This design comes from an exercise in tuning for small area and a short achievable clock period on the open sky130 flow, not from production work. No functional check of the RTL was part of any run shown here.

<file path="flow/design.v">
module prng (
    input logic [31:0] seed,
    output logic [31:0] rand_num,
    input logic clk,
    input logic rst
);
    logic [31:0] state;
    wire [30:0] x = state[30:0];
    wire [30:0] xn = ~state[30:0];
    wire [30:0] nxt;
    wire s1;
    wire c2;
    wire s3;
    wire c4;
    wire s5;
    wire c6;
    wire s7;
    wire c8;
    wire s9;
    wire c10;
    wire s11;
    wire c12;
    wire s13;
    wire c14;
    wire s15;
    wire c16;
    wire s17;
    wire c18;
    wire s19;
    wire c20;
    wire s21;
    wire c22;
    wire s23;
    wire c24;
    wire s25;
    wire c26;
    wire s27;
    wire c28;
    wire s29;
    wire c30;
    wire s31;
    wire c32;
    wire s33;
    wire c34;
    wire s35;
    wire c36;
    wire s37;
    wire c38;
    wire s39;
    wire c40;
    wire s41;
    wire c42;
    wire s43;
    wire c44;
    wire s45;
    wire c46;
    wire s47;
    wire c48;
    wire s49;
    wire c50;
    wire s51;
    wire c52;
    wire s53;
    wire c54;
    wire s55;
    wire c56;
    wire s57;
    wire c58;
    wire s59;
    wire c60;
    wire s61;
    wire c62;
    wire s63;
    wire c64;
    wire s65;
    wire c66;
    wire s67;
    wire c68;
    wire s69;
    wire c70;
    wire s71;
    wire c72;
    wire s73;
    wire c74;
    wire s75;
    wire c76;
    wire s77;
    wire c78;
    wire s79;
    wire c80;
    wire s81;
    wire c82;
    wire s83;
    wire c84;
    wire s85;
    wire c86;
    wire s87;
    wire c88;
    wire s89;
    wire c90;
    wire s91;
    wire c92;
    wire s93;
    wire c94;
    wire s95;
    wire c96;
    wire s97;
    wire c98;
    wire s99;
    wire c100;
    wire s101;
    wire c102;
    wire s103;
    wire c104;
    wire s105;
    wire c106;
    wire s107;
    wire c108;
    wire s109;
    wire c110;
    wire s111;
    wire c112;
    wire s113;
    wire c114;
    wire s115;
    wire c116;
    wire s117;
    wire c118;
    wire s119;
    wire c120;
    wire s121;
    wire c122;
    wire s123;
    wire c124;
    wire s125;
    wire c126;
    wire s127;
    wire c128;
    wire s129;
    wire c130;
    wire s131;
    wire c132;
    wire s133;
    wire c134;
    wire s135;
    wire c136;
    wire s137;
    wire c138;
    wire s139;
    wire c140;
    wire s141;
    wire c142;
    wire s143;
    wire c144;
    wire s145;
    wire c146;
    wire s147;
    wire c148;
    wire s149;
    wire c150;
    wire s151;
    wire c152;
    wire s153;
    wire c154;
    wire s155;
    wire c156;
    wire s157;
    wire c158;
    wire s159;
    wire c160;
    wire s161;
    wire c162;
    wire s163;
    wire c164;
    wire s165;
    wire c166;
    wire s167;
    wire c168;
    wire s169;
    wire c170;
    wire s171;
    wire c172;
    wire s173;
    wire c174;
    wire s175;
    wire c176;
    wire s177;
    wire c178;
    wire s179;
    wire c180;
    wire s181;
    wire c182;
    wire s183;
    wire c184;
    wire s185;
    wire c186;
    wire s187;
    wire c188;
    wire s189;
    wire c190;
    wire s191;
    wire c192;
    wire s193;
    wire c194;
    wire s195;
    wire c196;
    wire s197;
    wire c198;
    wire s199;
    wire c200;
    wire s201;
    wire c202;
    wire s203;
    wire c204;
    wire s205;
    wire c206;
    wire s207;
    wire c208;
    wire s209;
    wire c210;
    wire s211;
    wire c212;
    wire s213;
    wire c214;
    wire s215;
    wire c216;
    wire s217;
    wire c218;
    wire s219;
    wire c220;
    wire s221;
    wire c222;
    wire s223;
    wire c224;
    wire s225;
    wire c226;
    wire s227;
    wire c228;
    wire s229;
    wire c230;
    wire s231;
    wire c232;
    wire s233;
    wire c234;
    wire s235;
    wire c236;
    wire s237;
    wire c238;
    wire s239;
    wire c240;
    wire s241;
    wire c242;
    wire s243;
    wire c244;
    wire s245;
    wire c246;
    wire s247;
    wire c248;
    wire s249;
    wire c250;
    wire s251;
    wire c252;
    wire s253;
    wire c254;
    wire s255;
    wire c256;
    wire s257;
    wire c258;
    wire s259;
    wire c260;
    wire s261;
    wire c262;
    wire s263;
    wire c264;
    wire s265;
    wire c266;
    wire s267;
    wire c268;
    wire s269;
    wire c270;
    wire s271;
    wire c272;
    wire s273;
    wire c274;
    wire s275;
    wire c276;
    wire s277;
    wire c278;
    wire s279;
    wire c280;
    wire s281;
    wire c282;
    wire s283;
    wire c284;
    wire s285;
    wire c286;
    wire s287;
    wire c288;
    wire s289;
    wire c290;
    wire s291;
    wire s292;
    wire s293;
    wire s294;
    wire s295;
    wire s296;
    wire s297;
    wire s298;
    wire s299;
    wire s300;
    assign s1 = 1'b0 ^ ~x[2] ^ x[0];
    assign c2 = (1'b0 & ~x[2]) | (1'b0 & x[0]) | (~x[2] & x[0]);
    assign s3 = 1'b0 ^ ~x[3] ^ x[1];
    assign c4 = (1'b0 & ~x[3]) | (1'b0 & x[1]) | (~x[3] & x[1]);
    fa u_s5 (.a(~x[4]), .b(x[2]), .c(x[0]), .s(s5), .co(c6));
    fa u_s7 (.a(~x[5]), .b(x[3]), .c(x[1]), .s(s7), .co(c8));
    assign s9 = 1'b0 ^ ~x[6] ^ x[4];
    assign c10 = (1'b0 & ~x[6]) | (1'b0 & x[4]) | (~x[6] & x[4]);
    fa u_s11 (.a(x[2]), .b(c8), .c(s9), .s(s11), .co(c12));
    fa u_s13 (.a(~x[7]), .b(x[5]), .c(x[3]), .s(s13), .co(c14));
    fa u_s15 (.a(~x[0]), .b(c10), .c(s13), .s(s15), .co(c16));
    fa u_s17 (.a(~x[8]), .b(x[6]), .c(x[4]), .s(s17), .co(c18));
    fa u_s19 (.a(~x[1]), .b(c14), .c(s17), .s(s19), .co(c20));
    assign s21 = 1'b0 ^ ~x[9] ^ x[7];
    assign c22 = (1'b0 & ~x[9]) | (1'b0 & x[7]) | (~x[9] & x[7]);
    fa u_s23 (.a(x[5]), .b(~x[2]), .c(x[0]), .s(s23), .co(c24));
    fa u_s25 (.a(c18), .b(s21), .c(s23), .s(s25), .co(c26));
    fa u_s27 (.a(~x[10]), .b(x[8]), .c(x[6]), .s(s27), .co(c28));
    fa u_s29 (.a(~x[3]), .b(x[1]), .c(c22), .s(s29), .co(c30));
    fa u_s31 (.a(c24), .b(s27), .c(c26), .s(s31), .co(c32));
    fa u_s33 (.a(~x[11]), .b(x[9]), .c(x[7]), .s(s33), .co(c34));
    fa u_s35 (.a(~x[4]), .b(x[2]), .c(c28), .s(s35), .co(c36));
    fa u_s37 (.a(s33), .b(c30), .c(s35), .s(s37), .co(c38));
    assign s39 = 1'b0 ^ ~x[12] ^ x[10];
    assign c40 = (1'b0 & ~x[12]) | (1'b0 & x[10]) | (~x[12] & x[10]);
    fa u_s41 (.a(x[8]), .b(~x[5]), .c(x[3]), .s(s41), .co(c42));
    fa u_s43 (.a(~x[0]), .b(c34), .c(s39), .s(s43), .co(c44));
    fa u_s45 (.a(s41), .b(c36), .c(s43), .s(s45), .co(c46));
    assign s47 = 1'b0 ^ ~x[13] ^ x[11];
    assign c48 = (1'b0 & ~x[13]) | (1'b0 & x[11]) | (~x[13] & x[11]);
    fa u_s49 (.a(x[9]), .b(~x[6]), .c(x[4]), .s(s49), .co(c50));
    fa u_s51 (.a(~x[1]), .b(c40), .c(c42), .s(s51), .co(c52));
    fa u_s53 (.a(s47), .b(s49), .c(c44), .s(s53), .co(c54));
    fa u_s55 (.a(s51), .b(c46), .c(s53), .s(s55), .co(c56));
    fa u_s57 (.a(~x[14]), .b(x[12]), .c(x[10]), .s(s57), .co(c58));
    fa u_s59 (.a(x[7]), .b(~x[5]), .c(x[2]), .s(s59), .co(c60));
    fa u_s61 (.a(~x[0]), .b(c48), .c(c50), .s(s61), .co(c62));
    fa u_s63 (.a(s57), .b(~s59), .c(c52), .s(s63), .co(c64));
    fa u_s65 (.a(s61), .b(c54), .c(s63), .s(s65), .co(c66));
    fa u_s67 (.a(~x[15]), .b(x[13]), .c(x[11]), .s(s67), .co(c68));
    fa u_s69 (.a(x[8]), .b(~x[6]), .c(x[3]), .s(s69), .co(c70));
    fa u_s71 (.a(x[1]), .b(~c58), .c(c60), .s(s71), .co(c72));
    fa u_s73 (.a(s67), .b(~s69), .c(c62), .s(s73), .co(c74));
    fa u_s75 (.a(~s71), .b(c64), .c(s73), .s(s75), .co(c76));
    fa u_s77 (.a(~x[16]), .b(x[14]), .c(x[12]), .s(s77), .co(c78));
    fa u_s79 (.a(x[9]), .b(~x[7]), .c(x[4]), .s(s79), .co(c80));
    fa u_s81 (.a(x[2]), .b(~c68), .c(c70), .s(s81), .co(c82));
    fa u_s83 (.a(~s77), .b(s79), .c(c72), .s(s83), .co(c84));
    fa u_s85 (.a(s81), .b(~c74), .c(s83), .s(s85), .co(c86));
    assign s87 = 1'b0 ^ ~x[17] ^ x[15];
    assign c88 = (1'b0 & ~x[17]) | (1'b0 & x[15]) | (~x[17] & x[15]);
    fa u_s89 (.a(x[13]), .b(~x[10]), .c(x[8]), .s(s89), .co(c90));
    fa u_s91 (.a(x[5]), .b(x[3]), .c(~x[0]), .s(s91), .co(c92));
    fa u_s93 (.a(c78), .b(~c80), .c(s87), .s(s93), .co(c94));
    fa u_s95 (.a(~s89), .b(s91), .c(c82), .s(s95), .co(c96));
    fa u_s97 (.a(~s93), .b(c84), .c(s95), .s(s97), .co(c98));
    fa u_s99 (.a(~x[18]), .b(x[16]), .c(x[14]), .s(s99), .co(c100));
    fa u_s101 (.a(x[11]), .b(~x[9]), .c(x[6]), .s(s101), .co(c102));
    fa u_s103 (.a(~x[4]), .b(x[1]), .c(c88), .s(s103), .co(c104));
    fa u_s105 (.a(c90), .b(~c92), .c(s99), .s(s105), .co(c106));
    fa u_s107 (.a(~s101), .b(c94), .c(s103), .s(s107), .co(c108));
    fa u_s109 (.a(s105), .b(~c96), .c(s107), .s(s109), .co(c110));
    fa u_s111 (.a(~x[19]), .b(x[17]), .c(x[15]), .s(s111), .co(c112));
    fa u_s113 (.a(x[12]), .b(~x[10]), .c(x[7]), .s(s113), .co(c114));
    fa u_s115 (.a(x[5]), .b(~x[2]), .c(x[0]), .s(s115), .co(c116));
    fa u_s117 (.a(c100), .b(~c102), .c(s111), .s(s117), .co(c118));
    fa u_s119 (.a(s113), .b(s115), .c(~c104), .s(s119), .co(c120));
    fa u_s121 (.a(c106), .b(s117), .c(c108), .s(s121), .co(c122));
    fa u_s123 (.a(~s119), .b(c110), .c(s121), .s(s123), .co(c124));
    fa u_s125 (.a(~x[20]), .b(x[18]), .c(x[16]), .s(s125), .co(c126));
    fa u_s127 (.a(x[13]), .b(~x[11]), .c(x[8]), .s(s127), .co(c128));
    fa u_s129 (.a(x[6]), .b(~x[3]), .c(x[1]), .s(s129), .co(c130));
    fa u_s131 (.a(~c112), .b(c114), .c(c116), .s(s131), .co(c132));
    fa u_s133 (.a(~s125), .b(s127), .c(s129), .s(s133), .co(c134));
    fa u_s135 (.a(~c118), .b(s131), .c(s133), .s(s135), .co(c136));
    fa u_s137 (.a(c120), .b(s135), .c(~c122), .s(s137), .co(c138));
    fa u_s139 (.a(~x[21]), .b(x[19]), .c(x[17]), .s(s139), .co(c140));
    fa u_s141 (.a(x[14]), .b(~x[12]), .c(x[9]), .s(s141), .co(c142));
    fa u_s143 (.a(x[7]), .b(~x[4]), .c(x[2]), .s(s143), .co(c144));
    fa u_s145 (.a(~c126), .b(c128), .c(c130), .s(s145), .co(c146));
    fa u_s147 (.a(~s139), .b(s141), .c(s143), .s(s147), .co(c148));
    fa u_s149 (.a(c132), .b(c134), .c(s145), .s(s149), .co(c150));
    fa u_s151 (.a(s147), .b(c136), .c(s149), .s(s151), .co(c152));
    assign s153 = 1'b0 ^ ~x[22] ^ x[20];
    assign c154 = (1'b0 & ~x[22]) | (1'b0 & x[20]) | (~x[22] & x[20]);
    fa u_s155 (.a(x[18]), .b(~x[15]), .c(x[13]), .s(s155), .co(c156));
    fa u_s157 (.a(x[10]), .b(x[8]), .c(~x[5]), .s(s157), .co(c158));
    fa u_s159 (.a(~x[3]), .b(x[0]), .c(c140), .s(s159), .co(c160));
    fa u_s161 (.a(c142), .b(c144), .c(~s153), .s(s161), .co(c162));
    fa u_s163 (.a(~s155), .b(s157), .c(c146), .s(s163), .co(c164));
    fa u_s165 (.a(c148), .b(~s159), .c(s161), .s(s165), .co(c166));
    fa u_s167 (.a(c150), .b(s163), .c(s165), .s(s167), .co(c168));
    fa u_s169 (.a(~x[23]), .b(x[21]), .c(x[19]), .s(s169), .co(c170));
    fa u_s171 (.a(x[16]), .b(~x[14]), .c(x[11]), .s(s171), .co(c172));
    fa u_s173 (.a(x[9]), .b(~x[6]), .c(x[4]), .s(s173), .co(c174));
    fa u_s175 (.a(x[1]), .b(c154), .c(c156), .s(s175), .co(c176));
    fa u_s177 (.a(c158), .b(~s169), .c(s171), .s(s177), .co(c178));
    fa u_s179 (.a(s173), .b(~c160), .c(c162), .s(s179), .co(c180));
    fa u_s181 (.a(~s175), .b(s177), .c(c164), .s(s181), .co(c182));
    fa u_s183 (.a(c166), .b(s179), .c(s181), .s(s183), .co(c184));
    fa u_s185 (.a(~x[24]), .b(x[22]), .c(x[20]), .s(s185), .co(c186));
    fa u_s187 (.a(x[17]), .b(~x[15]), .c(x[12]), .s(s187), .co(c188));
    fa u_s189 (.a(x[10]), .b(~x[7]), .c(x[5]), .s(s189), .co(c190));
    fa u_s191 (.a(x[2]), .b(c170), .c(~c172), .s(s191), .co(c192));
    fa u_s193 (.a(c174), .b(~s185), .c(s187), .s(s193), .co(c194));
    fa u_s195 (.a(s189), .b(~c176), .c(c178), .s(s195), .co(c196));
    fa u_s197 (.a(~s191), .b(s193), .c(c180), .s(s197), .co(c198));
    fa u_s199 (.a(s195), .b(c182), .c(s197), .s(s199), .co(c200));
    fa u_s201 (.a(~x[25]), .b(x[23]), .c(x[21]), .s(s201), .co(c202));
    fa u_s203 (.a(x[18]), .b(~x[16]), .c(x[13]), .s(s203), .co(c204));
    fa u_s205 (.a(x[11]), .b(~x[8]), .c(x[6]), .s(s205), .co(c206));
    fa u_s207 (.a(x[3]), .b(~x[0]), .c(c186), .s(s207), .co(c208));
    fa u_s209 (.a(c188), .b(c190), .c(~s201), .s(s209), .co(c210));
    fa u_s211 (.a(s203), .b(s205), .c(~c192), .s(s211), .co(c212));
    fa u_s213 (.a(c194), .b(~s207), .c(s209), .s(s213), .co(c214));
    fa u_s215 (.a(c196), .b(s211), .c(s213), .s(s215), .co(c216));
    fa u_s217 (.a(c198), .b(s215), .c(c200), .s(s217), .co(c218));
    fa u_s219 (.a(~x[26]), .b(x[24]), .c(x[22]), .s(s219), .co(c220));
    fa u_s221 (.a(x[19]), .b(~x[17]), .c(x[14]), .s(s221), .co(c222));
    fa u_s223 (.a(x[12]), .b(~x[9]), .c(x[7]), .s(s223), .co(c224));
    fa u_s225 (.a(x[4]), .b(~x[1]), .c(c202), .s(s225), .co(c226));
    fa u_s227 (.a(c204), .b(c206), .c(~s219), .s(s227), .co(c228));
    fa u_s229 (.a(s221), .b(s223), .c(~c208), .s(s229), .co(c230));
    fa u_s231 (.a(c210), .b(~s225), .c(s227), .s(s231), .co(c232));
    fa u_s233 (.a(c212), .b(s229), .c(c214), .s(s233), .co(c234));
    fa u_s235 (.a(s231), .b(c216), .c(s233), .s(s235), .co(c236));
    fa u_s237 (.a(~x[27]), .b(x[25]), .c(x[23]), .s(s237), .co(c238));
    fa u_s239 (.a(x[20]), .b(~x[18]), .c(x[15]), .s(s239), .co(c240));
    fa u_s241 (.a(x[13]), .b(~x[10]), .c(x[8]), .s(s241), .co(c242));
    fa u_s243 (.a(x[5]), .b(~x[2]), .c(c220), .s(s243), .co(c244));
    fa u_s245 (.a(c222), .b(c224), .c(~s237), .s(s245), .co(c246));
    fa u_s247 (.a(s239), .b(s241), .c(~c226), .s(s247), .co(c248));
    fa u_s249 (.a(c228), .b(~s243), .c(s245), .s(s249), .co(c250));
    fa u_s251 (.a(c230), .b(s247), .c(c232), .s(s251), .co(c252));
    fa u_s253 (.a(s249), .b(c234), .c(s251), .s(s253), .co(c254));
    fa u_s255 (.a(~x[28]), .b(x[26]), .c(x[24]), .s(s255), .co(c256));
    fa u_s257 (.a(x[21]), .b(~x[19]), .c(x[16]), .s(s257), .co(c258));
    fa u_s259 (.a(x[14]), .b(~x[11]), .c(x[9]), .s(s259), .co(c260));
    fa u_s261 (.a(x[6]), .b(~x[3]), .c(c238), .s(s261), .co(c262));
    fa u_s263 (.a(c240), .b(c242), .c(~s255), .s(s263), .co(c264));
    fa u_s265 (.a(s257), .b(s259), .c(~c244), .s(s265), .co(c266));
    fa u_s267 (.a(c246), .b(~s261), .c(s263), .s(s267), .co(c268));
    fa u_s269 (.a(c248), .b(s265), .c(c250), .s(s269), .co(c270));
    fa u_s271 (.a(s267), .b(c252), .c(s269), .s(s271), .co(c272));
    fa u_s273 (.a(~x[29]), .b(x[27]), .c(x[25]), .s(s273), .co(c274));
    fa u_s275 (.a(x[22]), .b(~x[20]), .c(x[17]), .s(s275), .co(c276));
    fa u_s277 (.a(x[15]), .b(~x[12]), .c(x[10]), .s(s277), .co(c278));
    fa u_s279 (.a(x[7]), .b(~x[4]), .c(c256), .s(s279), .co(c280));
    fa u_s281 (.a(c258), .b(c260), .c(~s273), .s(s281), .co(c282));
    fa u_s283 (.a(s275), .b(s277), .c(~c262), .s(s283), .co(c284));
    fa u_s285 (.a(c264), .b(~s279), .c(s281), .s(s285), .co(c286));
    fa u_s287 (.a(c266), .b(s283), .c(c268), .s(s287), .co(c288));
    fa u_s289 (.a(s285), .b(c270), .c(s287), .s(s289), .co(c290));
    assign s291 = ~x[30] ^ x[28] ^ x[26];
    assign s292 = x[23] ^ ~x[21] ^ x[18];
    assign s293 = x[16] ^ ~x[13] ^ x[11];
    assign s294 = ~x[8] ^ x[5] ^ x[0];
    assign s295 = ~c274 ^ c276 ^ c278;
    assign s296 = ~s291 ^ s292 ^ s293;
    assign s297 = s294 ^ ~c280 ^ c282;
    assign s298 = s295 ^ s296 ^ c284;
    assign s299 = c286 ^ s297 ^ s298;
    assign s300 = c288 ^ s299 ^ c290;
    wire [30:0] ra, rb;
    assign ra[0] = ~1'b0;
    assign rb[0] = x[0];
    assign ra[1] = x[1];
    assign rb[1] = 1'b0;
    assign ra[2] = ~s1;
    assign rb[2] = 1'b0;
    assign ra[3] = ~c2;
    assign rb[3] = ~s3;
    assign ra[4] = ~c4;
    assign rb[4] = ~s5;
    assign ra[5] = ~c6;
    assign rb[5] = ~s7;
    assign ra[6] = ~s11;
    assign rb[6] = 1'b0;
    assign ra[7] = ~c12;
    assign rb[7] = ~s15;
    assign ra[8] = ~c16;
    assign rb[8] = ~s19;
    assign ra[9] = ~c20;
    assign rb[9] = ~s25;
    assign ra[10] = ~s29;
    assign rb[10] = ~s31;
    assign ra[11] = ~c32;
    assign rb[11] = ~s37;
    assign ra[12] = ~c38;
    assign rb[12] = ~s45;
    assign ra[13] = ~s55;
    assign rb[13] = 1'b0;
    assign ra[14] = ~c56;
    assign rb[14] = ~s65;
    assign ra[15] = ~c66;
    assign rb[15] = ~s75;
    assign ra[16] = ~c76;
    assign rb[16] = s85;
    assign ra[17] = c86;
    assign rb[17] = s97;
    assign ra[18] = c98;
    assign rb[18] = ~s109;
    assign ra[19] = ~s123;
    assign rb[19] = 1'b0;
    assign ra[20] = ~c124;
    assign rb[20] = s137;
    assign ra[21] = s151;
    assign rb[21] = c138;
    assign ra[22] = c152;
    assign rb[22] = s167;
    assign ra[23] = c168;
    assign rb[23] = s183;
    assign ra[24] = c184;
    assign rb[24] = s199;
    assign ra[25] = s217;
    assign rb[25] = 1'b0;
    assign ra[26] = s235;
    assign rb[26] = c218;
    assign ra[27] = c236;
    assign rb[27] = s253;
    assign ra[28] = c254;
    assign rb[28] = s271;
    assign ra[29] = c272;
    assign rb[29] = s289;
    assign ra[30] = s300;
    assign rb[30] = 1'b0;
    wire [30:0] g0 = ra & rb;
    wire [30:0] p0 = ra ^ rb;
    wire gg1 = g0[1] | (p0[1] & g0[0]);
    wire gg2 = g0[2] | (p0[2] & g0[1]);
    wire pp2 = p0[2] & p0[1];
    wire gg3 = g0[3] | (p0[3] & g0[2]);
    wire pp3 = p0[3] & p0[2];
    wire gg4 = g0[4] | (p0[4] & g0[3]);
    wire pp4 = p0[4] & p0[3];
    wire gg5 = g0[5] | (p0[5] & g0[4]);
    wire pp5 = p0[5] & p0[4];
    wire gg6 = g0[6] | (p0[6] & g0[5]);
    wire pp6 = p0[6] & p0[5];
    wire gg7 = g0[7] | (p0[7] & g0[6]);
    wire pp7 = p0[7] & p0[6];
    wire gg8 = g0[8] | (p0[8] & g0[7]);
    wire pp8 = p0[8] & p0[7];
    wire gg9 = g0[9] | (p0[9] & g0[8]);
    wire pp9 = p0[9] & p0[8];
    wire gg10 = g0[10] | (p0[10] & g0[9]);
    wire pp10 = p0[10] & p0[9];
    wire gg11 = g0[11] | (p0[11] & g0[10]);
    wire pp11 = p0[11] & p0[10];
    wire gg12 = g0[12] | (p0[12] & g0[11]);
    wire pp12 = p0[12] & p0[11];
    wire gg13 = g0[13] | (p0[13] & g0[12]);
    wire pp13 = p0[13] & p0[12];
    wire gg14 = g0[14] | (p0[14] & g0[13]);
    wire pp14 = p0[14] & p0[13];
    wire gg15 = g0[15] | (p0[15] & g0[14]);
    wire pp15 = p0[15] & p0[14];
    wire gg16 = g0[16] | (p0[16] & g0[15]);
    wire pp16 = p0[16] & p0[15];
    wire gg17 = g0[17] | (p0[17] & g0[16]);
    wire pp17 = p0[17] & p0[16];
    wire gg18 = g0[18] | (p0[18] & g0[17]);
    wire pp18 = p0[18] & p0[17];
    wire gg19 = g0[19] | (p0[19] & g0[18]);
    wire pp19 = p0[19] & p0[18];
    wire gg20 = g0[20] | (p0[20] & g0[19]);
    wire pp20 = p0[20] & p0[19];
    wire gg21 = g0[21] | (p0[21] & g0[20]);
    wire pp21 = p0[21] & p0[20];
    wire gg22 = g0[22] | (p0[22] & g0[21]);
    wire pp22 = p0[22] & p0[21];
    wire gg23 = g0[23] | (p0[23] & g0[22]);
    wire pp23 = p0[23] & p0[22];
    wire gg24 = g0[24] | (p0[24] & g0[23]);
    wire pp24 = p0[24] & p0[23];
    wire gg25 = g0[25] | (p0[25] & g0[24]);
    wire pp25 = p0[25] & p0[24];
    wire gg26 = g0[26] | (p0[26] & g0[25]);
    wire pp26 = p0[26] & p0[25];
    wire gg27 = g0[27] | (p0[27] & g0[26]);
    wire pp27 = p0[27] & p0[26];
    wire gg28 = g0[28] | (p0[28] & g0[27]);
    wire pp28 = p0[28] & p0[27];
    wire gg29 = g0[29] | (p0[29] & g0[28]);
    wire pp29 = p0[29] & p0[28];
    wire gg30 = g0[30] | (p0[30] & g0[29]);
    wire pp30 = p0[30] & p0[29];
    wire gg31 = gg2 | (pp2 & g0[0]);
    wire gg32 = gg3 | (pp3 & gg1);
    wire gg33 = gg4 | (pp4 & gg2);
    wire pp33 = pp4 & pp2;
    wire gg34 = gg5 | (pp5 & gg3);
    wire pp34 = pp5 & pp3;
    wire gg35 = gg6 | (pp6 & gg4);
    wire pp35 = pp6 & pp4;
    wire gg36 = gg7 | (pp7 & gg5);
    wire pp36 = pp7 & pp5;
    wire gg37 = gg8 | (pp8 & gg6);
    wire pp37 = pp8 & pp6;
    wire gg38 = gg9 | (pp9 & gg7);
    wire pp38 = pp9 & pp7;
    wire gg39 = gg10 | (pp10 & gg8);
    wire pp39 = pp10 & pp8;
    wire gg40 = gg11 | (pp11 & gg9);
    wire pp40 = pp11 & pp9;
    wire gg41 = gg12 | (pp12 & gg10);
    wire pp41 = pp12 & pp10;
    wire gg42 = gg13 | (pp13 & gg11);
    wire pp42 = pp13 & pp11;
    wire gg43 = gg14 | (pp14 & gg12);
    wire pp43 = pp14 & pp12;
    wire gg44 = gg15 | (pp15 & gg13);
    wire pp44 = pp15 & pp13;
    wire gg45 = gg16 | (pp16 & gg14);
    wire pp45 = pp16 & pp14;
    wire gg46 = gg17 | (pp17 & gg15);
    wire pp46 = pp17 & pp15;
    wire gg47 = gg18 | (pp18 & gg16);
    wire pp47 = pp18 & pp16;
    wire gg48 = gg19 | (pp19 & gg17);
    wire pp48 = pp19 & pp17;
    wire gg49 = gg20 | (pp20 & gg18);
    wire pp49 = pp20 & pp18;
    wire gg50 = gg21 | (pp21 & gg19);
    wire pp50 = pp21 & pp19;
    wire gg51 = gg22 | (pp22 & gg20);
    wire pp51 = pp22 & pp20;
    wire gg52 = gg23 | (pp23 & gg21);
    wire pp52 = pp23 & pp21;
    wire gg53 = gg24 | (pp24 & gg22);
    wire pp53 = pp24 & pp22;
    wire gg54 = gg25 | (pp25 & gg23);
    wire pp54 = pp25 & pp23;
    wire gg55 = gg26 | (pp26 & gg24);
    wire pp55 = pp26 & pp24;
    wire gg56 = gg27 | (pp27 & gg25);
    wire pp56 = pp27 & pp25;
    wire gg57 = gg28 | (pp28 & gg26);
    wire pp57 = pp28 & pp26;
    wire gg58 = gg29 | (pp29 & gg27);
    wire pp58 = pp29 & pp27;
    wire gg59 = gg30 | (pp30 & gg28);
    wire pp59 = pp30 & pp28;
    wire gg60 = gg33 | (pp33 & g0[0]);
    wire gg61 = gg34 | (pp34 & gg1);
    wire gg62 = gg35 | (pp35 & gg31);
    wire gg63 = gg36 | (pp36 & gg32);
    wire gg64 = gg37 | (pp37 & gg33);
    wire pp64 = pp37 & pp33;
    wire gg65 = gg38 | (pp38 & gg34);
    wire pp65 = pp38 & pp34;
    wire gg66 = gg39 | (pp39 & gg35);
    wire pp66 = pp39 & pp35;
    wire gg67 = gg40 | (pp40 & gg36);
    wire pp67 = pp40 & pp36;
    wire gg68 = gg41 | (pp41 & gg37);
    wire pp68 = pp41 & pp37;
    wire gg69 = gg42 | (pp42 & gg38);
    wire pp69 = pp42 & pp38;
    wire gg70 = gg43 | (pp43 & gg39);
    wire pp70 = pp43 & pp39;
    wire gg71 = gg44 | (pp44 & gg40);
    wire pp71 = pp44 & pp40;
    wire gg72 = gg45 | (pp45 & gg41);
    wire pp72 = pp45 & pp41;
    wire gg73 = gg46 | (pp46 & gg42);
    wire pp73 = pp46 & pp42;
    wire gg74 = gg47 | (pp47 & gg43);
    wire pp74 = pp47 & pp43;
    wire gg75 = gg48 | (pp48 & gg44);
    wire pp75 = pp48 & pp44;
    wire gg76 = gg49 | (pp49 & gg45);
    wire pp76 = pp49 & pp45;
    wire gg77 = gg50 | (pp50 & gg46);
    wire pp77 = pp50 & pp46;
    wire gg78 = gg51 | (pp51 & gg47);
    wire pp78 = pp51 & pp47;
    wire gg79 = gg52 | (pp52 & gg48);
    wire pp79 = pp52 & pp48;
    wire gg80 = gg53 | (pp53 & gg49);
    wire pp80 = pp53 & pp49;
    wire gg81 = gg54 | (pp54 & gg50);
    wire pp81 = pp54 & pp50;
    wire gg82 = gg55 | (pp55 & gg51);
    wire pp82 = pp55 & pp51;
    wire gg83 = gg56 | (pp56 & gg52);
    wire pp83 = pp56 & pp52;
    wire gg84 = gg57 | (pp57 & gg53);
    wire pp84 = pp57 & pp53;
    wire gg85 = gg58 | (pp58 & gg54);
    wire pp85 = pp58 & pp54;
    wire gg86 = gg59 | (pp59 & gg55);
    wire pp86 = pp59 & pp55;
    wire gg87 = gg64 | (pp64 & g0[0]);
    wire gg88 = gg65 | (pp65 & gg1);
    wire gg89 = gg66 | (pp66 & gg31);
    wire gg90 = gg67 | (pp67 & gg32);
    wire gg91 = gg68 | (pp68 & gg60);
    wire gg92 = gg69 | (pp69 & gg61);
    wire gg93 = gg70 | (pp70 & gg62);
    wire gg94 = gg71 | (pp71 & gg63);
    wire gg95 = gg72 | (pp72 & gg64);
    wire pp95 = pp72 & pp64;
    wire gg96 = gg73 | (pp73 & gg65);
    wire pp96 = pp73 & pp65;
    wire gg97 = gg74 | (pp74 & gg66);
    wire pp97 = pp74 & pp66;
    wire gg98 = gg75 | (pp75 & gg67);
    wire pp98 = pp75 & pp67;
    wire gg99 = gg76 | (pp76 & gg68);
    wire pp99 = pp76 & pp68;
    wire gg100 = gg77 | (pp77 & gg69);
    wire pp100 = pp77 & pp69;
    wire gg101 = gg78 | (pp78 & gg70);
    wire pp101 = pp78 & pp70;
    wire gg102 = gg79 | (pp79 & gg71);
    wire pp102 = pp79 & pp71;
    wire gg103 = gg80 | (pp80 & gg72);
    wire pp103 = pp80 & pp72;
    wire gg104 = gg81 | (pp81 & gg73);
    wire pp104 = pp81 & pp73;
    wire gg105 = gg82 | (pp82 & gg74);
    wire pp105 = pp82 & pp74;
    wire gg106 = gg83 | (pp83 & gg75);
    wire pp106 = pp83 & pp75;
    wire gg107 = gg84 | (pp84 & gg76);
    wire pp107 = pp84 & pp76;
    wire gg108 = gg85 | (pp85 & gg77);
    wire pp108 = pp85 & pp77;
    wire gg109 = gg86 | (pp86 & gg78);
    wire pp109 = pp86 & pp78;
    wire gg110 = gg95 | (pp95 & g0[0]);
    wire gg111 = gg96 | (pp96 & gg1);
    wire gg112 = gg97 | (pp97 & gg31);
    wire gg113 = gg98 | (pp98 & gg32);
    wire gg114 = gg99 | (pp99 & gg60);
    wire gg115 = gg100 | (pp100 & gg61);
    wire gg116 = gg101 | (pp101 & gg62);
    wire gg117 = gg102 | (pp102 & gg63);
    wire gg118 = gg103 | (pp103 & gg87);
    wire gg119 = gg104 | (pp104 & gg88);
    wire gg120 = gg105 | (pp105 & gg89);
    wire gg121 = gg106 | (pp106 & gg90);
    wire gg122 = gg107 | (pp107 & gg91);
    wire gg123 = gg108 | (pp108 & gg92);
    wire gg124 = gg109 | (pp109 & gg93);
    assign nxt[0] = p0[0];
    assign nxt[1] = p0[1] ^ g0[0];
    assign nxt[2] = p0[2] ^ gg1;
    assign nxt[3] = p0[3] ^ gg31;
    assign nxt[4] = p0[4] ^ gg32;
    assign nxt[5] = p0[5] ^ gg60;
    assign nxt[6] = p0[6] ^ gg61;
    assign nxt[7] = p0[7] ^ gg62;
    assign nxt[8] = p0[8] ^ gg63;
    assign nxt[9] = p0[9] ^ gg87;
    assign nxt[10] = p0[10] ^ gg88;
    assign nxt[11] = p0[11] ^ gg89;
    assign nxt[12] = p0[12] ^ gg90;
    assign nxt[13] = p0[13] ^ gg91;
    assign nxt[14] = p0[14] ^ gg92;
    assign nxt[15] = p0[15] ^ gg93;
    assign nxt[16] = p0[16] ^ gg94;
    assign nxt[17] = p0[17] ^ gg110;
    assign nxt[18] = p0[18] ^ gg111;
    assign nxt[19] = p0[19] ^ gg112;
    assign nxt[20] = p0[20] ^ gg113;
    assign nxt[21] = p0[21] ^ gg114;
    assign nxt[22] = p0[22] ^ gg115;
    assign nxt[23] = p0[23] ^ gg116;
    assign nxt[24] = p0[24] ^ gg117;
    assign nxt[25] = p0[25] ^ gg118;
    assign nxt[26] = p0[26] ^ gg119;
    assign nxt[27] = p0[27] ^ gg120;
    assign nxt[28] = p0[28] ^ gg121;
    assign nxt[29] = p0[29] ^ gg122;
    assign nxt[30] = p0[30] ^ gg123;
    always_ff @(posedge clk) begin
        if (rst) begin
            state <= seed;
        end else begin
            state <= {1'b0, nxt};
        end
        rand_num <= state;
    end
endmodule
module fa (
    input  logic a,
    input  logic b,
    input  logic c,
    output logic s,
    output logic co
);
    assign s = a ^ b ^ c;
    assign co = (a & b) | (a & c) | (b & c);
endmodule
</file>
<file path="flow/run.sh">
#!/bin/bash
# synth_recipe.tcl (not shown) runs the flow's synth.tcl, then flattens the netlist and writes it again
# the make line also repeats each setting of config.mk as NAME=value (left out here)
make -C /OpenROAD-flow-scripts/flow DESIGN_CONFIG=/design/flow/config.mk WORK_HOME=/design/flow/orfs CLKGATE_MAP_FILE= SYNTH_SCRIPT=/design/flow/synth_recipe.tcl finish
</file>
<file path="flow/config.mk">
export PLATFORM = sky130hd
export DESIGN_NAME = prng
export DESIGN_NICKNAME = prng
export VERILOG_FILES = /design/flow/design.v
export SDC_FILE = /design/flow/constraint.sdc
export NUM_CORES = 4
export LEC_CHECK = 0
export CAP_MARGIN = 20
export CORE_MARGIN = 2
export CORE_UTILIZATION = 60
export SETUP_SLACK_MARGIN = 3.5
export SLEW_MARGIN = 20
export SYNTH_HIERARCHICAL = 1
</file>
<file path="flow/constraint.sdc">
create_clock -name core_clock -period 7.0 [get_ports {clk}]
set_input_delay 1.4000 -clock core_clock [delete_from_list [all_inputs] [get_ports {clk}]]
set_output_delay 1.4000 -clock core_clock [all_outputs]
set_load 0.01 [all_outputs]
</file>
==> impl_metrics.yaml, run 1 <==
worst_setup_path:
  critPathArrivalTime_ns: 4.54
  cpMaxStageDelayCell: "fa_2"
  cp_max_fo: 5
  worst-path-buf-inv: 2
  cp-start-kind: "flip-flop"
  critPathKind: "flip-flop to flip-flop"
  cp.required_ns: 7.25
  critPathTopFamily: "adder cells"
  cpPeakStageDelay_ns: 0.60
  crit_chain: "buf_12, fa_1, inv_2, fa_2, fa_2, fa_1, ha_4, a21o_1, a31o_4, and2_4, a211oi_4, a21bo_2, xnor2_1, mux2_2"
  critPathCaptureType: "flip-flop"
clocking:
  cts.sinks: 64
  cts-buffers-inserted: 9
  clock_latency_ns: 0.36
  postCtsHoldBufs: 0
  cts.path.max_buffers: 2
  h-tree-depth: 3
  cts.clk_slew.worst_paths_ns: 0.08
  cts_root_buffer: "clkbuf_8"
  cts_tree: "done"
routing:
  vias_per_cell: 5.83
  wl_per_cell_um: 23.0
  ant_nets: 0
  route.vias.total: 5016
  drt-pass1-iter-count: 5
  wl_mm: 19.8
  drt_iter0_markers: 448
  drcViolationCount: 0
place:
  portBuffers: 65
  placed_cells: 763
  dp_hpwl_mm: 13.3
  dpl_cell_area_mm2: 0.00738
  gp_congestion: 0.975
finish:
  drive_gt1_share_pct: 35.0
  n_fill_cell: 559
  antennaDiodeCount: 0
  syn2layout_area_growth_pct: 38.3
  final_area_mm2: 0.00872
  multi_input_area_mm2: 0.00511
  seqCellArea_mm2: 0.00138
  final_nets: 923
  fin_cells: 861
timing:
  min_period_ns: 4.30
  max_freq_ghz: 0.233
  maxSlewHeadroom_pct: 41.3
  slew_viol_final: 0
  setup_violations: 0
  fin_crit_sh_pct: 61.4
  finClkSkew_ns: 0.0124
  rsz0062_at_grt: "yes"
  fin_tns_setup_ns: 0
  max_slew.worst_pin.slew_ns: 0.880
  hold_violations: 0
grt:
  grt_pass1_wl_mm: 28.3
  grt_overflow_total: 0
  grt_pass1_vias: 5112
  track_usage_pct: 34.8
  antenna_found_initial: 0
  grt_max_degree: 56
logic_synthesis:
  synth_area_mm2: 0.00631
  ys_ff_latch: 64
  synth_nets: 774
  yosysTopAreaCellShare_pct: 43.5
  synth_edf_count: 0
  ys_types: 51
  synthCells: 571
  async_reset_ff_share_pct: 0
  synth.area.top_cells: "fa_1 43%, dfxtp_1 20%, inv_1 6.5%"
  syn_avg_cell_area_um2: 11.0
  yosysMostFrequentCell: "fa_1"
  synth_seq_area_share_pct: 20.3
  synth_top_cell_by_area: "fa_1"
  synth-main-ff-cell: "dfxtp_1"
  yosysWarnings: 7
  netlist_top_cells_count: "137 x fa_1, 110 x inv_1, 64 x dfxtp_1"
run:
  drv_cap: 0
die:
  pin_count: 66
  die_h_um: 107
  die_w_um: 107
  row_count: 37
  coreArea_mm2: 0.0103
  dieArea_mm2: 0.0113
  start_util_pct: 61.4
run_status:
  status: "finished clean"
min_path:
  hold_path.class: "flip-flop to flip-flop"
per-stage QoR:
| stage | hold WS [ns] | util (%) | worst slack, ns |
|---|---|---|---|
| 6_report | 0.352 | 84.8 | 2.70 |
| 3_3_place_gp | 0.318 | 71.8 | 2.45 |
| 4_1_cts | 0.354 | 81.5 | 2.67 |
| 2_1_floorplan | 0.310 | - | 2.88 |
| 3_5_place_dp | 0.328 | 71.8 | 2.44 |
| 5_1_grt | 0.370 | 84.8 | 2.59 |
modules after synthesis, one instance, submodules excluded:
module | cells | times used | flip-flops and latches
prng | 434 | 1 | 64
fa | 1 | 137 | 0
metal layers:
metal	share of wire (%)	vias to the layer above	global-route usage [%]
met3	12	63	13.3
met2	47	335	53.4
met4	3.4	0	10.3
li1	-	2104	-
met5	0	-	0
met1	37	2514	46.6
layout by cell type (no fill, tap or decap), types with 4 or more instances in the layout:
master | Yosys | layout
o21ai_1 | 1 | 5
ha_1 | 32 | 15
dfxtp_4 | 0 | 26
nor2_1 | 10 | 9
nand2_1 | 36 | 35
clkbuf_8 | 0 | 9
buf_12 | 0 | 9
inv_2 | 0 | 14
a21o_1 | 10 | 10
buf_4 | 0 | 65
o21a_1 | 4 | 4
dfxtp_1 | 64 | 36
xnor2_1 | 32 | 32
nand3_1 | 6 | 4
fa_2 | 0 | 47
xor2_1 | 8 | 8
inv_1 | 110 | 90
o21ai_0 | 25 | 18
a21oi_1 | 16 | 8
nor3_1 | 9 | 8
fa_1 | 137 | 90
a21oi_2 | 0 | 5
a31oi_1 | 4 | 4
clkdlybuf4s50_1 | 0 | 64
buf_6 | 0 | 6
ha_4 | 0 | 17
what timing repair did:
action / in CTS / in global routing
pin swaps: 52 / 46
gates resized for setup: 76 / 38
endpoints found under the setup margin: 17 / 19
buffers inserted: 58 / 24
cells by family after synthesis:
group                    Yosys count  share of synthesized area, %
multiplexers                       4                         0.714
AO/OA/AOI/OAI                     89                          9.72
adder cells (fa/ha/maj)          169                          49.8
buffers and inverters            119                          7.10
flip-flops                        64                          20.3
AND/OR/NAND/NOR                   86                          6.75
XOR/XNOR                          40                          5.56
registers in the layout, indices dropped and copies added, names as in the netlist:
signal and cells:
rand_num 32, state 32
worst paths after layout:
check             startpoint      endpoint  slack [ns]  cells after the start
setup / recovery   state[13]     state[26]        2.70                     14
hold / removal     state[31]  rand_num[31]        0.35                      0
setup reg to reg   state[13]     state[26]        2.70                     14
hold reg to reg    state[31]  rand_num[31]        0.35                      0
area by class of cell:
class                           count  share of cell area, %
Clock buffer                       10                   1.46
Clock inverter                      6                  0.961
Inverter                          110                   5.01
Multi-Input combinational cell    388                   58.6
Sequential cell                    64                   15.8
Tap cell                          136                   1.95
Timing Repair Buffer              147                   16.2
==> inputs of run 2 (changes only) <==
--- a/flow/config.mk
+++ b/flow/config.mk
@@ -9,4 +9,4 @@
 export CORE_MARGIN = 2
-export CORE_UTILIZATION = 60
-export SETUP_SLACK_MARGIN = 3.5
+export CORE_UTILIZATION = 40
+export SETUP_SLACK_MARGIN = 1.5
 export SLEW_MARGIN = 20
==> impl_metrics.yaml, run 2 <==
clocking:
  cts_root_buffer: "clkbuf_16"
  clock_latency_ns: 0.35
  cts.path.max_buffers: 2
  cts-buffers-inserted: 9
  post_cts_buffers: 0
  cts.sinks: 64
  cts_tree: "done"
  postCtsHoldBufs: 0
  h-tree-depth: 3
  cts.clk_slew.worst_paths_ns: 0.06
  cts_resized: 0
worst_setup_path:
  critPathArrivalTime_ns: 5.49
  cpMaxStageDelayCell: "dfxtp_1"
  worstRegToRegCells: 14
  critPathCaptureType: "flip-flop"
  crit_chain: "inv_1, fa_1, fa_1, fa_1, fa_1, fa_1, ha_1, a21o_1, a31o_2, and2_1, a211oi_1, a21bo_2, xnor2_1, mux2_2"
  cp.required_ns: 7.24
  critPathKind: "flip-flop to flip-flop"
  crit_top_cell: "fa_1"
  cpPeakStageDelay_ns: 0.73
  cp_max_fo: 8
  cp-start-kind: "flip-flop"
routing:
  ant_nets: 0
  drt_iter0_markers: 270
  drt-pass1-iter-count: 4
  wl_mm: 16.9
  vias_per_cell: 4.98
  drcViolationCount: 0
  wl_per_cell_um: 19.7
  route.vias.total: 4263
logic_synthesis:
  synth_seq_area_share_pct: 20.3
  syn_avg_cell_area_um2: 11.0
  async_reset_ff_share_pct: 0
  synth_top_cell_by_area: "fa_1"
  synth_area_mm2: 0.00631
  synthCells: 571
  synth_edf_count: 0
  synth.area.top_cells: "fa_1 43%, dfxtp_1 20%, inv_1 6.5%"
  yosysTopAreaCellShare_pct: 43.5
  synth-main-ff-cell: "dfxtp_1"
  netlist_top_cells_count: "137 x fa_1, 110 x inv_1, 64 x dfxtp_1"
  yosysWarnings: 7
  yosysMostFrequentCell: "fa_1"
  ys_types: 51
  synth_nets: 774
  ys_ff_latch: 64
timing:
  maxSlewHeadroom_pct: 49.6
  finClkSkew_ns: 0.00772
  fin_ws_ns: 1.75
  rsz0062_at_grt: "no"
  setup_violations: 0
  slew_viol_final: 0
  fin_tns_setup_ns: 0
  fin_crit_sh_pct: 75.0
  max_freq_ghz: 0.190
  min_period_ns: 5.25
  max_slew.worst_pin.slew_ns: 0.755
  hold_violations: 0
run:
  drv_cap: 0
grt:
  grt_max_degree: 56
  grt_pass1_wl_mm: 26.6
  grt_pass1_vias: 4617
  antenna_found_initial: 0
  grt_overflow_total: 0
  track_usage_pct: 22.1
finish:
  drive_gt1_share_pct: 5.89
  seqCellArea_mm2: 0.00128
  fin_cells: 856
  multi_input_area_mm2: 0.00458
  layout_common_cells: "137 x fa_1, 110 x inv_1, 64 x clkdlybuf4s50_1"
  reg.largest.list: "rand_num (32), state (32)"
  final_nets: 843
  final_common_cell: "fa_1"
  antennaDiodeCount: 0
  n_fill_cell: 1412
  syn2layout_area_growth_pct: 19.2
die:
  coreArea_mm2: 0.0153
  row_count: 45
  die_w_um: 130
  start_util_pct: 41.2
  dieArea_mm2: 0.0168
  die_h_um: 130
  pin_count: 66
place:
  dp_hpwl_mm: 13.6
  portBuffers: 65
  gp_congestion: 0.955
  placed_cells: 840
  place_ws_ns: 1.74
min_path:
  holdPathStages: 0
  hold_path.class: "flip-flop to flip-flop"
run_status:
  status: "finished clean"
==> run 2: cell counts after synthesis <==
No cell type changed its count.
==> run 2: cell type report <==
type,count,share of cell area (%)
clock buffer,9,3.00
clock inverter,7,1.26
inverter,110,5.49
multi-input combinational,388,60.9
sequential,64,17.1
tap,211,3.51
timing repair buffer,67,8.79
==> run 2: cell families after synthesis <==
logic type      count (synthesis)  share of synthesized area [%]
buf+inv                       119                           7.10
simple gates                   86                           6.75
fa+ha+maj                     169                           49.8
xor+xnor                       40                           5.56
compound gates                 89                           9.72
flops                          64                           20.3
mux                             4                          0.714
==> run 2: modules after synthesis, one instance, submodules excluded <==
| module | flip-flops and latches | cells inside | area (µm²) |
|---|---|---|---|
| fa | 0 | 1 | 20.0 |
| prng | 64 | 434 | 3560 |
==> run 2: layer usage <==
layer	vias up	part of all wire (%)	track usage, %
met1	2154	45	30.5
met2	135	47	35.3
met5	-	0	0
met4	0	2.5	7.34
met3	28	5.3	3.96
li1	1946	-	-
==> run 2: path summary, 6_finish.rpt <==
kind	from	slack, ns	endpoint
worst max-delay path	state[11]	1.75	state[26]
worst min-delay path	state[31]	0.33	rand_num[31]
worst max register to register	state[11]	1.75	state[26]
worst min register to register	state[31]	0.33	rand_num[31]
==> run 2: worst max-delay path: cells and delay by family (launching register included) <==
kind	cells	cell delay [ns]
flip-flops	1	0.73
multiplexers	1	0.26
AND/OR/NAND/NOR	1	0.16
XOR/XNOR	1	0.05
AO/OA/AOI/OAI	4	0.99
adder cells (fa/ha/maj)	6	2.65
buffers and inverters	1	0.30
==> run 2: stage by stage <==
| step | utilization [%] | hold WS [ns] | area [µm²] |
|---|---|---|---|
| detailed placement | 47.0 | 0.312 | 7200 |
| global route | 49.1 | 0.335 | 7520 |
| global placement | 47.0 | 0.314 | 7200 |
| floorplan | - | 0.310 | 6310 |
| CTS | 49.1 | 0.326 | 7520 |
| finish | 49.1 | 0.326 | 7520 |
==> inputs of run 3 (changes only) <==
==> flow/flow/run.sh (new file) <==
#!/bin/bash
# Standard layout, but with the smallest buffer on each port.
cp standard.sh standard_copy.txt
export BUFFER_PORTS_ARGS="-buffer_cell sky130_fd_sc_hd__buf_1"
bash standard.sh > standard.log 2>&1
==> flow/standard.sh (new file) <==
#!/bin/bash
# synth_recipe.tcl (not shown) runs the flow's synth.tcl, then flattens the netlist and writes it again
# the make line also repeats each setting of config.mk as NAME=value (left out here)
make -C /OpenROAD-flow-scripts/flow DESIGN_CONFIG=/design/flow/config.mk WORK_HOME=/design/flow/orfs CLKGATE_MAP_FILE= SYNTH_SCRIPT=/design/flow/synth_recipe.tcl "${@:-finish}"
--- a/flow/config.mk
+++ b/flow/config.mk
@@ -9,4 +9,4 @@
 export CORE_MARGIN = 2
-export CORE_UTILIZATION = 40
-export SETUP_SLACK_MARGIN = 1.5
+export CORE_UTILIZATION = 60
+export SETUP_SLACK_MARGIN = 2.5
 export SLEW_MARGIN = 20
removed: flow/run.sh
==> impl_metrics.yaml, run 3 <==
die:
  die_h_um: 107
  start_util_pct: 61.4
  pin_count: 66
  row_count: 37
  dieArea_mm2: 0.0113
  die_w_um: 107
  coreArea_mm2: 0.0103
worst_setup_path:
  startpoint: "state[12]"
  cp_max_fo: 5
  critPathKind: "flip-flop to flip-flop"
  cp.required_ns: 7.23
  critPathCaptureType: "flip-flop"
  worstRegToRegCells: 15
  cp-start-kind: "flip-flop"
  critPathArrivalTime_ns: 4.68
  reg2reg_from: "state[12]"
timing:
  min_period_ns: 4.45
  hold_violations: 0
  fin_crit_sh_pct: 63.6
  rsz0062_at_grt: "yes"
  fin_ws_ns: 2.55
  maxSlewHeadroom_pct: 35.4
  finClkSkew_ns: 0.0124
  fin_tns_setup_ns: 0
  slew_viol_final: 0
  max_slew.worst_pin.slew_ns: 0.969
  max_freq_ghz: 0.225
  setup_violations: 0
clocking:
  cts-buffers-inserted: 9
  cts_root_buffer: "clkbuf_8"
  cts.path.max_buffers: 2
  clock_latency_ns: 0.38
  cts.sinks: 64
  cts.clk_slew.worst_paths_ns: 0.07
  h-tree-depth: 3
  cts_tree: "done"
routing:
  drcViolationCount: 0
  drt_iter0_markers: 318
  ant_nets: 0
  wl_per_cell_um: 21.1
  wl_mm: 17.4
  vias_per_cell: 5.60
  drt-pass1-iter-count: 5
  route.vias.total: 4627
logic_synthesis:
  syn_avg_cell_area_um2: 11.0
  netlist_top_cells_count: "137 x fa_1, 110 x inv_1, 64 x dfxtp_1"
  yosysTopAreaCellShare_pct: 43.5
  synth_nets: 774
  yosysMostFrequentCell: "fa_1"
  ys_types: 51
  async_reset_ff_share_pct: 0
  ys_ff_latch: 64
  yosysWarnings: 7
  synth.area.top_cells: "fa_1 43%, dfxtp_1 20%, inv_1 6.5%"
  synth-main-ff-cell: "dfxtp_1"
  synth_edf_count: 0
  synthCells: 571
  synth_top_cell_by_area: "fa_1"
  synth_seq_area_share_pct: 20.3
  synth_area_mm2: 0.00631
run_status:
  status: "finished clean"
place:
  dp_hpwl_mm: 12.5
  portBuffers: 65
  gp_congestion: 0.939
  placed_cells: 763
  place_ws_ns: 1.70
finish:
  drive_gt1_share_pct: 25.4
  reg.largest.list: "rand_num (32), state (32)"
  fin_cells: 826
  final_nets: 890
  antennaDiodeCount: 0
  n_fill_cell: 727
  final_common_cell: "fa_1"
  syn2layout_area_growth_pct: 22.2
  layout_common_cells: "114 x fa_1, 97 x inv_1, 64 x buf_1"
grt:
  grt_pass1_wl_mm: 27.1
  track_usage_pct: 33.6
  grt_pass1_vias: 4870
  grt_overflow_total: 0
  grt_max_degree: 56
  antenna_found_initial: 0
min_path:
  hold_path.class: "flip-flop to flip-flop"
  holdCritStartpoint: "state[31]"
  holdPathStages: 0
run:
  drv_cap: 0
run 3: final cells by class:
cell class                 count  area (µm²)  area share [%]
multi-input combinational    388        4890            63.5
clock buffer                  14         173            2.24
sequential                    64        1380            17.9
tap                          136         170            2.21
inverter                     110         445            5.78
timing repair buffer         114         646            8.38
run 3: cells by family (layout without fill, tap and decap cells):
kind of cell | after synthesis | after routing | share of synthesized area [%]
fa+ha+maj | 169 | 169 | 49.8
xor+xnor | 40 | 40 | 5.56
flops | 64 | 64 | 20.3
simple gates | 86 | 86 | 6.75
compound gates | 89 | 89 | 9.72
buf+inv | 119 | 238 | 7.10
mux | 4 | 4 | 0.714
run 3: final timing paths:
kind	slack (ns)	end
setup / recovery	2.55	state[30]
hold / removal	0.34	rand_num[31]
setup reg to reg	2.55	state[30]
hold reg to reg	0.34	rand_num[31]
run 3: what timing repair did:
item | CTS | global route
pin swaps | 8 | 26
setup endpoints to repair | 12 | 11
resized for setup | 82 | 53
buffers inserted | 34 | 15
hold buffers | 0 | 0
run 3: critical path, cell delays in order, from the launching register on:
cell and delay [ns]:
dfxtp_4 0.37, clkinvlp_4 0.12, fa_1 0.46, fa_2 0.40, fa_2 0.34, fa_1 0.47
fa_1 0.41, fa_2 0.37, ha_4 0.19, a21o_1 0.21, a21oi_2 0.21, and2_1 0.17
o31ai_2 0.07, a31oi_2 0.28, xnor2_1 0.16, o21ai_1 0.07
run 3: per-stage QoR:
step / util (%) / instance area (µm²) / hold slack (ns)
2_1_floorplan: - / 6310 / 0.310
3_3_place_gp: 65.1 / 6690 / 0.319
3_5_place_dp: 65.1 / 6690 / 0.328
4_1_cts: 71.7 / 7370 / 0.345
5_1_grt: 75.0 / 7700 / 0.352
6_report: 75.0 / 7700 / 0.338
run 3: Yosys stat by module (local to each module, per instance):
module  flip-flops and latches  copies in the design  cells
fa                           0                   137      1
prng                        64                     1    434
run 3: per-layer routing:
| metal | vias to the layer above | part of all wire (%) | global-route usage, % | wire [µm] |
|---|---|---|---|---|
| met5 | - | 0 | 0 | 0 |
| met4 | 0 | 2.8 | 12.4 | 493 |
| met3 | 39 | 7.8 | 7.54 | 1370 |
| met1 | 2328 | 42 | 45.8 | 7360 |
| li1 | 2044 | - | - | - |
| met2 | 216 | 47 | 53.3 | 8200 |
==> inputs of run 4 (changes only) <==
--- a/flow/design.v
+++ b/flow/design.v
@@ -370,3 +370,3 @@
     fa u_s105 (.a(c90), .b(~c92), .c(s99), .s(s105), .co(c106));
-    fa u_s107 (.a(~s101), .b(c94), .c(s103), .s(s107), .co(c108));
+    fa u_s107 (.a(~s101), .b(s103), .c(c94), .s(s107), .co(c108));
     fa u_s109 (.a(s105), .b(~c96), .c(s107), .s(s109), .co(c110));
@@ -377,4 +377,4 @@
     fa u_s119 (.a(s113), .b(s115), .c(~c104), .s(s119), .co(c120));
-    fa u_s121 (.a(c106), .b(s117), .c(c108), .s(s121), .co(c122));
-    fa u_s123 (.a(~s119), .b(c110), .c(s121), .s(s123), .co(c124));
+    fa u_s121 (.a(c106), .b(s117), .c(~s119), .s(s121), .co(c122));
+    fa u_s123 (.a(c108), .b(s121), .c(c110), .s(s123), .co(c124));
     fa u_s125 (.a(~x[20]), .b(x[18]), .c(x[16]), .s(s125), .co(c126));
@@ -392,3 +392,3 @@
     fa u_s149 (.a(c132), .b(c134), .c(s145), .s(s149), .co(c150));
-    fa u_s151 (.a(s147), .b(c136), .c(s149), .s(s151), .co(c152));
+    fa u_s151 (.a(s147), .b(s149), .c(c136), .s(s151), .co(c152));
     assign s153 = 1'b0 ^ ~x[22] ^ x[20];
@@ -400,3 +400,3 @@
     fa u_s163 (.a(~s155), .b(s157), .c(c146), .s(s163), .co(c164));
-    fa u_s165 (.a(c148), .b(~s159), .c(s161), .s(s165), .co(c166));
+    fa u_s165 (.a(~s159), .b(c148), .c(s161), .s(s165), .co(c166));
     fa u_s167 (.a(c150), .b(s163), .c(s165), .s(s167), .co(c168));
@@ -407,5 +407,5 @@
     fa u_s177 (.a(c158), .b(~s169), .c(s171), .s(s177), .co(c178));
-    fa u_s179 (.a(s173), .b(~c160), .c(c162), .s(s179), .co(c180));
-    fa u_s181 (.a(~s175), .b(s177), .c(c164), .s(s181), .co(c182));
-    fa u_s183 (.a(c166), .b(s179), .c(s181), .s(s183), .co(c184));
+    fa u_s179 (.a(~s173), .b(c160), .c(s175), .s(s179), .co(c180));
+    fa u_s181 (.a(c162), .b(s177), .c(c164), .s(s181), .co(c182));
+    fa u_s183 (.a(~s179), .b(c166), .c(s181), .s(s183), .co(c184));
     fa u_s185 (.a(~x[24]), .b(x[22]), .c(x[20]), .s(s185), .co(c186));
@@ -416,4 +416,4 @@
     fa u_s195 (.a(s189), .b(~c176), .c(c178), .s(s195), .co(c196));
-    fa u_s197 (.a(~s191), .b(s193), .c(c180), .s(s197), .co(c198));
-    fa u_s199 (.a(s195), .b(c182), .c(s197), .s(s199), .co(c200));
+    fa u_s197 (.a(s191), .b(~s193), .c(c180), .s(s197), .co(c198));
+    fa u_s199 (.a(s195), .b(c182), .c(~s197), .s(s199), .co(c200));
     fa u_s201 (.a(~x[25]), .b(x[23]), .c(x[21]), .s(s201), .co(c202));
@@ -424,5 +424,5 @@
     fa u_s211 (.a(s203), .b(s205), .c(~c192), .s(s211), .co(c212));
-    fa u_s213 (.a(c194), .b(~s207), .c(s209), .s(s213), .co(c214));
-    fa u_s215 (.a(c196), .b(s211), .c(s213), .s(s215), .co(c216));
-    fa u_s217 (.a(c198), .b(s215), .c(c200), .s(s217), .co(c218));
+    fa u_s213 (.a(~s207), .b(c194), .c(s209), .s(s213), .co(c214));
+    fa u_s215 (.a(s211), .b(c196), .c(s213), .s(s215), .co(c216));
+    fa u_s217 (.a(~c198), .b(s215), .c(c200), .s(s217), .co(c218));
     fa u_s219 (.a(~x[26]), .b(x[24]), .c(x[22]), .s(s219), .co(c220));
@@ -433,3 +433,3 @@
     fa u_s229 (.a(s221), .b(s223), .c(~c208), .s(s229), .co(c230));
-    fa u_s231 (.a(c210), .b(~s225), .c(s227), .s(s231), .co(c232));
+    fa u_s231 (.a(~s225), .b(c210), .c(s227), .s(s231), .co(c232));
     fa u_s233 (.a(c212), .b(s229), .c(c214), .s(s233), .co(c234));
@@ -442,3 +442,3 @@
     fa u_s247 (.a(s239), .b(s241), .c(~c226), .s(s247), .co(c248));
-    fa u_s249 (.a(c228), .b(~s243), .c(s245), .s(s249), .co(c250));
+    fa u_s249 (.a(~s243), .b(c228), .c(s245), .s(s249), .co(c250));
     fa u_s251 (.a(c230), .b(s247), .c(c232), .s(s251), .co(c252));
@@ -451,3 +451,3 @@
     fa u_s265 (.a(s257), .b(s259), .c(~c244), .s(s265), .co(c266));
-    fa u_s267 (.a(c246), .b(~s261), .c(s263), .s(s267), .co(c268));
+    fa u_s267 (.a(~s261), .b(c246), .c(s263), .s(s267), .co(c268));
     fa u_s269 (.a(c248), .b(s265), .c(c250), .s(s269), .co(c270));
@@ -460,3 +460,3 @@
     fa u_s283 (.a(s275), .b(s277), .c(~c262), .s(s283), .co(c284));
-    fa u_s285 (.a(c264), .b(~s279), .c(s281), .s(s285), .co(c286));
+    fa u_s285 (.a(~s279), .b(c264), .c(s281), .s(s285), .co(c286));
     fa u_s287 (.a(c266), .b(s283), .c(c268), .s(s287), .co(c288));
==> impl_metrics.yaml, run 4 <==
logic_synthesis:
  yosysMostFrequentCell: "fa_1"
  synthCells: 605
  synth_seq_area_share_pct: 19.7
  ys_ff_latch: 64
  synth_edf_count: 0
  synth.area.top_cells: "fa_1 42%, dfxtp_1 20%, inv_1 6.3%"
  yosysWarnings: 7
  synth_nets: 808
  syn_avg_cell_area_um2: 10.8
  ys_types: 56
  synth_area_mm2: 0.00651
  synth_top_cell_by_area: "fa_1"
  synth-main-ff-cell: "dfxtp_1"
  async_reset_ff_share_pct: 0
  yosysTopAreaCellShare_pct: 42.1
  netlist_top_cells_count: "137 x fa_1, 109 x inv_1, 64 x dfxtp_1"
worst_setup_path:
  worstRegToRegCells: 16
  crit_chain: "inv_2, fa_2, fa_1, fa_2, fa_1, inv_1, fa_2, fa_2, ha_4, o21a_1, o21a_1, o21ai_2, nor2_1, a211o_2, xnor2_2, o21ai_0"
  reg2reg_from: "state[15]"
  cp.required_ns: 7.22
  ff2ff_setup_slack_ns: 2.51
  cp_max_fo: 3
  crit_top_cell: "fa_2"
  cpMaxStageDelayCell: "fa_1"
  cp-start-kind: "flip-flop"
  r2r-end: "state[30]"
  critPathKind: "flip-flop to flip-flop"
  cpPeakStageDelay_ns: 0.48
  critPathArrivalTime_ns: 4.71
  startpoint: "state[15]"
  worst-path-buf-inv: 2
  critPathTopFamily: "adder cells"
  critPathCaptureType: "flip-flop"
place:
  dp_hpwl_mm: 14.7
  place_ws_ns: 1.75
  gp_congestion: 0.985
  dpl_cell_area_mm2: 0.00691
  portBuffers: 65
timing:
  fin_ws_ns: 2.51
  max_slew.worst_pin.slew_ns: 0.597
  fin_tns_setup_ns: 0
  finClkSkew_ns: 0.0169
  maxSlewHeadroom_pct: 60.2
  setup_violations: 0
  hold_violations: 0
  slew_viol_final: 0
  fin_crit_sh_pct: 64.1
  min_period_ns: 4.49
  max_freq_ghz: 0.223
  rsz0062_at_grt: "yes"
die:
  dieArea_mm2: 0.0117
  pin_count: 66
  die_h_um: 108
  row_count: 38
  die_w_um: 108
  coreArea_mm2: 0.0107
  start_util_pct: 60.9
routing:
  ant_nets: 0
  route.vias.total: 4907
  drt-pass1-iter-count: 5
  wl_per_cell_um: 21.8
  wl_mm: 18.8
  vias_per_cell: 5.70
  drt_iter0_markers: 342
  drcViolationCount: 0
min_path:
  hold_path.class: "flip-flop to flip-flop"
  holdPathStages: 0
  hold_path_end: "rand_num[31]"
  holdCritStartpoint: "state[31]"
finish:
  n_fill_cell: 841
  finish.utilization_pct: 71.6
  syn2layout_area_growth_pct: 17.7
  reg.largest.list: "rand_num (32), state (32)"
  final_nets: 918
  layout_common_cells: "126 x fa_1, 102 x inv_1, 64 x buf_1"
  drive_gt1_share_pct: 19.6
  final_area_mm2: 0.00766
  final_common_cell: "fa_1"
clocking:
  cts.clk_slew.worst_paths_ns: 0.09
  cts_tree: "done"
  cts_root_buffer: "clkbuf_8"
  cts-buffers-inserted: 9
  cts.path.max_buffers: 2
  clock_latency_ns: 0.37
  h-tree-depth: 3
  cts.sinks: 64
  postCtsHoldBufs: 0
grt:
  grt_max_degree: 61
  grt_pass1_wl_mm: 28.5
  grt_pass1_vias: 5072
  antenna_found_initial: 2
  track_usage_pct: 34.8
  grt_overflow_total: 0
run:
  drv_cap: 0
run_status:
  status: "finished clean"
==> run 4: cell count changes in the layout (fill, tap and decap cells not counted), sizes merged, moves of 4 or more <==
cell,change
o21ai,+7
buf,-7
xor2,+7
xnor2,-4
a21oi,+7
nor2,+11
nand2,-4
==> run 4: cell type report <==
type | count | area (µm²) | area share, %
multi-input combinational | 422 | 4920 | 64.3
sequential | 64 | 1370 | 17.9
timing repair buffer | 108 | 568 | 7.41
inverter | 110 | 435 | 5.68
tap | 140 | 175 | 2.29
clock buffer | 11 | 151 | 1.98
clock inverter | 5 | 37.5 | 0.490
antenna | 1 | 2.50 | 0.0326
==> run 4: logic make-up after synthesis <==
group	Yosys count	share of synthesized area [%]
compound gates	106	10.9
xor+xnor	43	5.78
fa+ha+maj	169	48.3
buf+inv	119	6.88
flops	64	19.7
mux	2	0.346
simple gates	102	8.13
==> run 4: per-layer routing <==
layer | GRT usage [%] | vias to the layer above | part of all wire [%]
li1 | - | 2158 | -
met1 | 47.1 | 2437 | 40
met2 | 53.1 | 272 | 47
met3 | 10.7 | 40 | 9.9
met4 | 13.4 | 0 | 3.1
met5 | 0 | - | 0
==> run 4: Yosys stat by module, one instance, submodules excluded <==
module  copies in the design  cells inside
prng                       1           468
fa                       137             1
==> run 4: repair_timing <==
action	4_1_cts	5_1_grt
hold endpoints to repair	0	0
pin swaps	6	9
buffers inserted	23	19
resized for setup	56	26
setup endpoints to repair	15	10
==> run 4: worst max path at each step <==
| stage | cells after the start | endpoint | slack, ns |
|---|---|---|---|
| after floorplan | 14 | state[30] | 2.51 |
| after global placement | 14 | state[30] | 1.81 |
| after detailed placement | 14 | state[30] | 1.75 |
| after CTS | 16 | state[30] | 2.49 |
| after global routing | 16 | state[30] | 2.36 |
| final | 16 | state[30] | 2.51 |
==> run 4: through the flow <==
stage | hold WS (ns) | cells
floorplan | 0.310 | 605
global placement | 0.316 | 802
detailed placement | 0.315 | 802
global route | 0.347 | 860
finish | 0.329 | 861
CTS | 0.331 | 841

re-timing with driven ports:
In the flow no input, the clock included, has a driving cell. The finished layouts below were timed again as built, in two steps.
Step 1, drivers: a clkbuf_16 drives clk and a buf_2 each remaining input, both assumed.
Step 2 adds t to the input delays and takes it off the output delays; t is the mean of the earliest and latest rising clock arrival at the registers after step 1. Input paths then give back, and output paths get back, about the clock's delay inside the block.
Three values: no drivers, after step 1, after step 2; two values: the first two.
run	shift t [ns]	setup WS [ns]	worst setup path at the end	worst register clock-pin slew, ns	pins driven straight from the clock port
run 1	0.391	2.704 / 2.704 / 2.704	register to register	0.08 / 0.08	1
run 2	0.389	1.747 / 1.747 / 1.747	register to register	0.06 / 0.06	1
run 3	0.407	2.547 / 2.547 / 2.547	register to register	0.07 / 0.07	1
run 4	0.392	2.513 / 2.513 / 2.513	register to register	0.09 / 0.09	1
After both steps setup and hold are still met in every run listed.
